Source: an optimization exercise on an open RTL-to-GDS flow (aim: a short achievable clock period and few clock cycles). Production flows keep margins and buffers that such runs may drop.
Only simulation tests tie the RTL to the original design; equivalence was not proved.
Power is estimated from default activity; no workload was simulated.

## core
module core #(                              
	parameter ADDR_W = 32,
	parameter INST_W = 32,
	parameter DATA_W = 32
)(
	input                   i_clk,
	input                   i_rst_n,
	output [ ADDR_W-1 : 0 ] o_i_addr,
	input  [ INST_W-1 : 0 ] i_i_inst,
	output                  o_d_wen,
	output [ ADDR_W-1 : 0 ] o_d_addr,
	output [ DATA_W-1 : 0 ] o_d_wdata,
	input  [ DATA_W-1 : 0 ] i_d_rdata,
	output [        1 : 0 ] o_status,
	output                  o_status_valid
);
clock: 6.8 ns
lec_check: 0
abc_clock_period_in_ps: 2000
cap_margin: 20
core_margin: 2
core_utilization: 40
setup_slack_margin: 4
slew_margin: 20
standard.sh (not shown) runs the stock make flow with config.mk's settings and CLKGATE_MAP_FILE= SYNTH_SCRIPT=/design/flow/synth_recipe.tcl, a recipe that flattens the netlist after the stock synthesis.
==> flow/flow/run.sh <==
#!/bin/bash
# Standard layout (standard.sh) with two changes to how it is made:
#  - synthesis script flow/synth.tcl (the standard flow's synthesis; combinational logic
#    mapped for delay, no adder-cell extraction; registers untouched),
#  - port buffers are buf_8 rather than the smallest buffer.
# All tool output goes to flow_make.log in the work folder (ORFS's per-step
# logs are under orfs/logs/).
set -euo pipefail
W=$(pwd)
bash "$W/standard.sh" SYNTH_SCRIPT="$W/flow/synth.tcl" \
  "BUFFER_PORTS_ARGS=-buffer_cell sky130_fd_sc_hd__buf_8" \
  finish > "$W/flow_make.log" 2>&1
==> flow/flow/fast.abc <==
strash
&get -n
&dch
&put
map {D}
buffer
upsize {D}
dnsize {D}
==> flow/flow/synth.tcl <==
# The standard synthesis (synth_recipe.tcl), with two changes to the
# combinational mapping only: no full/half-adder cell extraction, and an ABC
# script that maps for delay (fast.abc). Registers are untouched.
set flowdir [file dirname [file normalize [info script]]]
unset -nocomplain ::env(ADDER_MAP_FILE)
proc abc {args} {
  global flowdir
  set i [lsearch -exact $args -script]
  lset args [expr {$i + 1}] $flowdir/fast.abc
  yosys abc {*}$args
}
source $flowdir/../synth_recipe.tcl
The starting point ended with an error in synthesis (1_2_yosys).
Testbench counts at the start, summed over its fixed seeds: cycles 20,832.
Edit:
==> flow/flow/fast.abc (replaced) <==
strash
dch
map {D}
buffer
upsize {D}
dnsize {D}
The changed run failed in synthesis (1_2_yosys).
Edit:
==> flow/flow/fast.abc (replaced) <==
strash
&get -n
&dch -f
&put
map {D}
buffer
upsize {D}
dnsize {D}
The new run ran to the end with no violations.

========
The RTL this note starts from:
==> flow/design.v <==
module core #(                              
	parameter ADDR_W = 32,
	parameter INST_W = 32,
	parameter DATA_W = 32
)(
	input                   i_clk,
	input                   i_rst_n,
	output [ ADDR_W-1 : 0 ] o_i_addr,
	input  [ INST_W-1 : 0 ] i_i_inst,
	output                  o_d_wen,
	output [ ADDR_W-1 : 0 ] o_d_addr,
	output [ DATA_W-1 : 0 ] o_d_wdata,
	input  [ DATA_W-1 : 0 ] i_d_rdata,
	output [        1 : 0 ] o_status,
	output                  o_status_valid
);
localparam OP_LW   = 6'd1;
localparam OP_SW   = 6'd2;
localparam OP_ADD  = 6'd3;
localparam OP_SUB  = 6'd4;
localparam OP_ADDI = 6'd5;
localparam OP_OR   = 6'd6;
localparam OP_XOR  = 6'd7;
localparam OP_BEQ  = 6'd8;
localparam OP_BNE  = 6'd9;
localparam OP_EOF  = 6'd10;
reg [31:0] rf [0:31];
reg [31:0] pc;            
reg [31:0] pc4;           
reg        halted;        
reg        x_valid;
reg        x_lw, x_sw, x_add, x_sub, x_addi, x_or, x_xor, x_br, x_eof;
reg        x_we;
reg [4:0]  x_wa;
reg        x_ald, x_asum, x_algc, x_aw2, x_areg;
reg        x_bld, x_bsum, x_blgc, x_bw2, x_breg;    
reg        x_cld, x_csum, x_clgc, x_cw2, x_creg, x_cimm;
reg [14:0] x_imm;
reg        x_chk;         
reg [31:0] x_a, x_b;
reg [31:0] x_alt;         
reg [31:0] x_alt4;        
reg        w_we;
reg        w_lw;
reg [4:0]  w_wa;
reg [31:0] w_sum;         
reg [31:0] w_lgc;         
reg        w_islgc;       
reg [31:0] w2_val;        
reg        st_valid;
reg [1:0]  st_code;
reg        dm_wen;
reg [31:0] dm_addr;
reg [31:0] dm_wdata;
integer i;
assign o_i_addr       = pc;
assign o_status       = st_code;
assign o_status_valid = st_valid;
assign o_d_wen        = dm_wen;
assign o_d_addr       = dm_addr;
assign o_d_wdata      = dm_wdata;
wire [31:0] w_res = w_islgc ? w_lgc : w_sum;
wire [31:0] w_val = w_lw ? i_d_rdata : w_res;
wire [31:0] a = ({32{x_ald}} & i_d_rdata) | ({32{x_asum}} & w_sum) | ({32{x_algc}} & w_lgc)
              | ({32{x_aw2}} & w2_val)    | ({32{x_areg}} & x_a);
wire [31:0] b = ({32{x_bld}} & i_d_rdata) | ({32{x_bsum}} & w_sum) | ({32{x_blgc}} & w_lgc)
              | ({32{x_bw2}} & w2_val)    | ({32{x_breg}} & x_b);
wire [31:0] c = ({32{x_cld}} & i_d_rdata) | ({32{x_csum}} & w_sum) | ({32{x_clgc}} & w_lgc)
              | ({32{x_cw2}} & w2_val)    | ({32{x_creg}} & x_b)
              | ({32{x_cimm}} & {17'd0, x_imm});
wire [31:0] s_add, s_sub;
wire        c_add, c_sub;
ks_add u_add  (.a(a), .b(c),    .ci(1'b0), .s(s_add),  .co(c_add));
ks_add u_sub  (.a(a), .b(~b),   .ci(1'b1), .s(s_sub),  .co(c_sub));
wire mispred  = x_valid & x_chk & (a == b);
wire x_stop   = x_valid & x_eof;
wire [31:0] sum = x_sub ? s_sub : s_add;
wire [31:0] lgc = x_or ? (a | b) : (a ^ b);
reg [1:0] code;
always @(*) begin
	if (x_eof)                     code = 2'd3;
	else if (x_add)                code = c_add ? 2'd2 : 2'd0;
	else if (x_sub)                code = c_sub ? 2'd0 : 2'd2;
	else if (x_addi)               code = c_add ? 2'd2 : 2'd1;
	else if (x_lw | x_sw | x_br)   code = 2'd1;
	else                           code = 2'd0;
end
always @(posedge i_clk or negedge i_rst_n) begin
	if (!i_rst_n) begin
		halted   <= 1'b0;
		w_we     <= 1'b0;
		w_lw     <= 1'b0;
		w_wa     <= 5'd0;
		w_sum    <= 32'd0;
		w_lgc    <= 32'd0;
		w_islgc  <= 1'b0;
		w2_val   <= 32'd0;
		st_valid <= 1'b0;
		st_code  <= 2'd0;
		dm_wen   <= 1'b0;
		dm_addr  <= 32'd0;
		dm_wdata <= 32'd0;
	end else begin
		if (x_stop) halted <= 1'b1;
		st_valid <= x_valid;
		st_code  <= code;
		w_we     <= x_valid & x_we;
		w_lw     <= x_lw;
		w_wa     <= x_wa;
		w_sum    <= sum;
		w_lgc    <= lgc;
		w_islgc  <= x_or | x_xor;
		w2_val   <= w_val;
		dm_wen   <= x_valid & x_sw;
		dm_addr  <= s_add;
		dm_wdata <= b;
	end
end
wire [5:0]  op  = i_i_inst[31:26];
wire [4:0]  rs  = i_i_inst[25:21];
wire [4:0]  rt  = i_i_inst[20:16];
wire [4:0]  rd  = i_i_inst[15:11];
wire [14:0] imm = i_i_inst[14:0];
wire is_lw   = (op == OP_LW);
wire is_sw   = (op == OP_SW);
wire is_add  = (op == OP_ADD);
wire is_sub  = (op == OP_SUB);
wire is_addi = (op == OP_ADDI);
wire is_or   = (op == OP_OR);
wire is_xor  = (op == OP_XOR);
wire is_beq  = (op == OP_BEQ);
wire is_bne  = (op == OP_BNE);
wire is_eof  = (op == OP_EOF);
wire same  = (rs == rt);
wire pred  = (is_beq & same) | (is_bne & ~same);    
wire [31:0] pc8 = pc4 + 32'd4;
wire [31:0] tgt, tgt4;
ks_add u_tgt  (.a(pc4), .b({17'd0, imm}), .ci(1'b0), .s(tgt),  .co());
ks_add u_tgt4 (.a(pc8), .b({17'd0, imm}), .ci(1'b0), .s(tgt4), .co());
wire f_valid = ~halted & ~mispred & ~x_stop;
wire chk   = (is_beq | is_bne) & ~same & (|imm);
wire fwd_a = x_valid & x_we & (x_wa == rs);
wire fwd_b = x_valid & x_we & (x_wa == rt);
wire x_lgc = x_or | x_xor;
wire use_imm = is_addi | is_lw | is_sw;
wire fw2_a = w_we & (w_wa == rs);
wire fw2_b = w_we & (w_wa == rt);
wire [31:0] a_rd = rf[rs];
wire [31:0] b_rd = rf[rt];
always @(posedge i_clk or negedge i_rst_n) begin
	if (!i_rst_n) begin
		pc      <= 32'd0;
		pc4     <= 32'd4;
		x_alt4  <= 32'd0;
		x_valid <= 1'b0;
		x_lw <= 1'b0; x_sw <= 1'b0; x_add <= 1'b0; x_sub <= 1'b0; x_addi <= 1'b0;
		x_or <= 1'b0; x_xor <= 1'b0; x_br <= 1'b0; x_eof <= 1'b0;
		x_we    <= 1'b0;
		x_wa    <= 5'd0;
		x_ald   <= 1'b0; x_asum <= 1'b0; x_algc <= 1'b0; x_aw2 <= 1'b0; x_areg <= 1'b0;
		x_bld   <= 1'b0; x_bsum <= 1'b0; x_blgc <= 1'b0; x_bw2 <= 1'b0; x_breg <= 1'b0;
		x_cld   <= 1'b0; x_csum <= 1'b0; x_clgc <= 1'b0; x_cw2 <= 1'b0; x_creg <= 1'b0;
		x_cimm  <= 1'b0;
		x_imm   <= 15'd0;
		x_chk   <= 1'b0;
		x_a     <= 32'd0;
		x_b     <= 32'd0;
		x_alt   <= 32'd0;
	end else begin
		x_valid <= f_valid;
		if (mispred) begin
			pc  <= x_alt;
			pc4 <= x_alt4;
		end else if (f_valid) begin
			pc  <= pred ? tgt  : pc4;
			pc4 <= pred ? tgt4 : pc8;
		end
		x_lw    <= is_lw;
		x_sw    <= is_sw;
		x_add   <= is_add;
		x_sub   <= is_sub;
		x_addi  <= is_addi;
		x_or    <= is_or;
		x_xor   <= is_xor;
		x_br    <= is_beq | is_bne;
		x_eof   <= is_eof;
		x_we    <= is_lw | is_add | is_sub | is_addi | is_or | is_xor;
		x_wa    <= (is_lw | is_addi) ? rt : rd;
		x_ald   <=  fwd_a &  x_lw;
		x_asum  <=  fwd_a & ~x_lw & ~x_lgc;
		x_algc  <=  fwd_a &  x_lgc;
		x_aw2   <= ~fwd_a &  fw2_a;
		x_areg  <= ~fwd_a & ~fw2_a;
		x_bld   <=  fwd_b &  x_lw;
		x_bsum  <=  fwd_b & ~x_lw & ~x_lgc;
		x_blgc  <=  fwd_b &  x_lgc;
		x_bw2   <= ~fwd_b &  fw2_b;
		x_breg  <= ~fwd_b & ~fw2_b;
		x_cld   <= ~use_imm &  fwd_b &  x_lw;
		x_csum  <= ~use_imm &  fwd_b & ~x_lw & ~x_lgc;
		x_clgc  <= ~use_imm &  fwd_b &  x_lgc;
		x_cw2   <= ~use_imm & ~fwd_b &  fw2_b;
		x_creg  <= ~use_imm & ~fwd_b & ~fw2_b;
		x_cimm  <=  use_imm;
		x_imm   <= imm;
		x_chk   <= chk;
		x_a     <= a_rd;
		x_b     <= b_rd;
		x_alt   <= pred ? pc4 : tgt;
		x_alt4  <= pred ? pc8 : tgt4;
	end
end
always @(posedge i_clk or negedge i_rst_n) begin
	if (!i_rst_n) begin
		for (i = 0; i < 32; i = i + 1) rf[i] <= 32'd0;
	end else if (w_we) begin
		rf[w_wa] <= w_val;
	end
end
endmodule
module ks_add (
	input  [31:0] a,
	input  [31:0] b,
	input         ci,
	output [31:0] s,
	output        co
);
	reg [31:0] g, p, gn, pn;
	reg [31:0] p0;
	reg [32:0] c;
	integer k, d;
	always @(*) begin
		p0 = a ^ b;
		g  = a & b;
		p  = p0;
		g[0] = g[0] | (p[0] & ci);
		for (d = 1; d < 32; d = d * 2) begin
			gn = g; pn = p;
			for (k = d; k < 32; k = k + 1) begin
				gn[k] = g[k] | (p[k] & g[k-d]);
				pn[k] = p[k] & p[k-d];
			end
			g = gn; p = pn;
		end
		c[0] = ci;
		for (k = 1; k <= 32; k = k + 1) c[k] = g[k-1];
	end
	assign s  = p0 ^ c[31:0];
	assign co = c[32];
endmodule
clock: 6.8 ns
lec_check: 0
abc_clock_period_in_ps: 2000
cap_margin: 20
core_margin: 2
core_utilization: 40
place_density: 0.72
setup_slack_margin: 4
slew_margin: 20
==> flow/flow/fast.abc <==
strash
dch
map {D}
buffer
upsize {D}
dnsize {D}
Scripts as last shown in full above: flow/flow/run.sh, flow/flow/synth.tcl
The starting point ran to the end with no violations.
Testbench counts at the start, summed over its fixed seeds: cycles 20,832.
Then changed:
==> flow/flow/fast.abc (replaced) <==
strash
dch
map {D}
buffer
upsize {D}
--- a/flow/config.mk
+++ b/flow/config.mk
@@ -12 +11,0 @@
-export PLACE_DENSITY = 0.72
=>
- clock skew falls by 0.0078 ns
- utilization falls by 2.3 points
- setup slack is better by 0.090 ns
Then changed:
==> flow/flow/fast.abc (replaced) <==
strash
dch
map {D}
buffer
upsize {D}
dnsize {D}
Global-route usage increases by 1.4 points.
Final area falls by 2.1%.
Die area fell by 6.8%.
Clock skew went down by 0.014 ns.
Sequential power hardly moves.
Core utilization went up by 2.5 points.
Flip-flop and latch count does not change.
Total power goes down by 1.4%.
Routed wire length is lower by 2.6%.
Worst hold slack improves by 0.012 ns.
Combinational power is about the same.
Then changed:
--- a/flow/config.mk
+++ b/flow/config.mk
@@ -11,0 +12 @@
+export GPL_ROUTABILITY_DRIVEN = 0
Result:
- global-route usage decreases by 1.9 points
- hold slack improves by 0.0032 ns
- register-to-register slack stays flat

========
Starts from the design.v that is shown in full above.
clock: 6.8 ns
lec_check: 0
abc_clock_period_in_ps: 2000
cap_margin: 20
core_margin: 2
core_utilization: 35
setup_slack_margin: 4
slew_margin: 20
==> flow/flow/fast.abc <==
strash
dch
map {D}
buffer
upsize {D}
dnsize {D}
Scripts as last shown in full above: flow/flow/run.sh, flow/flow/synth.tcl
Testbench counts at the start, summed over its fixed seeds: cycles 20,832.
==> next run, changes <==
--- a/flow/config.mk
+++ b/flow/config.mk
@@ -11 +11 @@
-export CORE_UTILIZATION = 35
+export CORE_UTILIZATION = 46
Utilization went up by 13 points.
Total power shrinks by 2.3%.
Critical path depth does not change.
Worst setup slack gets better by 0.072 ns.
Die area decreases by 24%.
Combinational power came out lower by about 4%.
Synthesized cell count stays the same.
Clock skew falls by 0.043 ns.
Global-route usage went up by 9.7 points.
First-iteration DRC count rises by 9.8%.
==> next run, changes <==
--- a/flow/config.mk
+++ b/flow/config.mk
@@ -11,2 +11,2 @@
-export CORE_UTILIZATION = 46
-export SETUP_SLACK_MARGIN = 4
+export CORE_UTILIZATION = 40
+export SETUP_SLACK_MARGIN = 4.5
Result:
- utilization fell by 1.1 points
- wire length rose by 13%
- area after synthesis is unchanged
- worst setup slack improves by 0.082 ns
- total power rose by 7.7%
- die area rose by 15%
- global-route usage fell by 1.6 points
- worst hold slack degrades by 0.024 ns
- first-iteration DRC count rose by 6.6%
- cell area rose by 13%
- sequential share of layout area fell by 4.4 points

[re-timing with driven ports]
How much do the figures lean on ideal ports? The routed layouts below were timed once more, with nothing changed but the port constraints. Step 1 assumes that a clkbuf_16 drives the clock port and a buf_2 every other input. Step 2 times the ports against the registers' clock, not the clock port: input delays grow and output delays shrink by t, the midpoint of the rising clock arrivals with the driver on. a / b / c = ideal / step 1 / step 2; a / b = the first two.
run	t (ns)	slack for setup (ns)	slew at the worst register clock pin (ns)
the third run of note 1	0.944	3.602 / 3.556 / 2.613	0.07 / 0.07
the first run of note 2	0.903	3.493 / 3.493 / 2.703	0.07 / 0.07
the second run of note 2	0.910	3.583 / 3.583 / 2.863	0.07 / 0.07
the third run of note 2	0.914	3.678 / 3.678 / 2.840	0.07 / 0.07
the fourth run of note 2	0.887	3.675 / 3.675 / 2.817	0.07 / 0.07
the first run of note 3	0.910	3.494 / 3.494 / 2.786	0.07 / 0.07
the second run of note 3	0.925	3.566 / 3.566 / 2.812	0.07 / 0.07
the third run of note 3	0.929	3.648 / 3.648 / 2.810	0.07 / 0.07
After both steps every run listed still meets setup and hold. For the third run of note 1, which loses most, drivers alone change the setup slack by -0.046 ns; drivers and shift together by -0.989 ns.
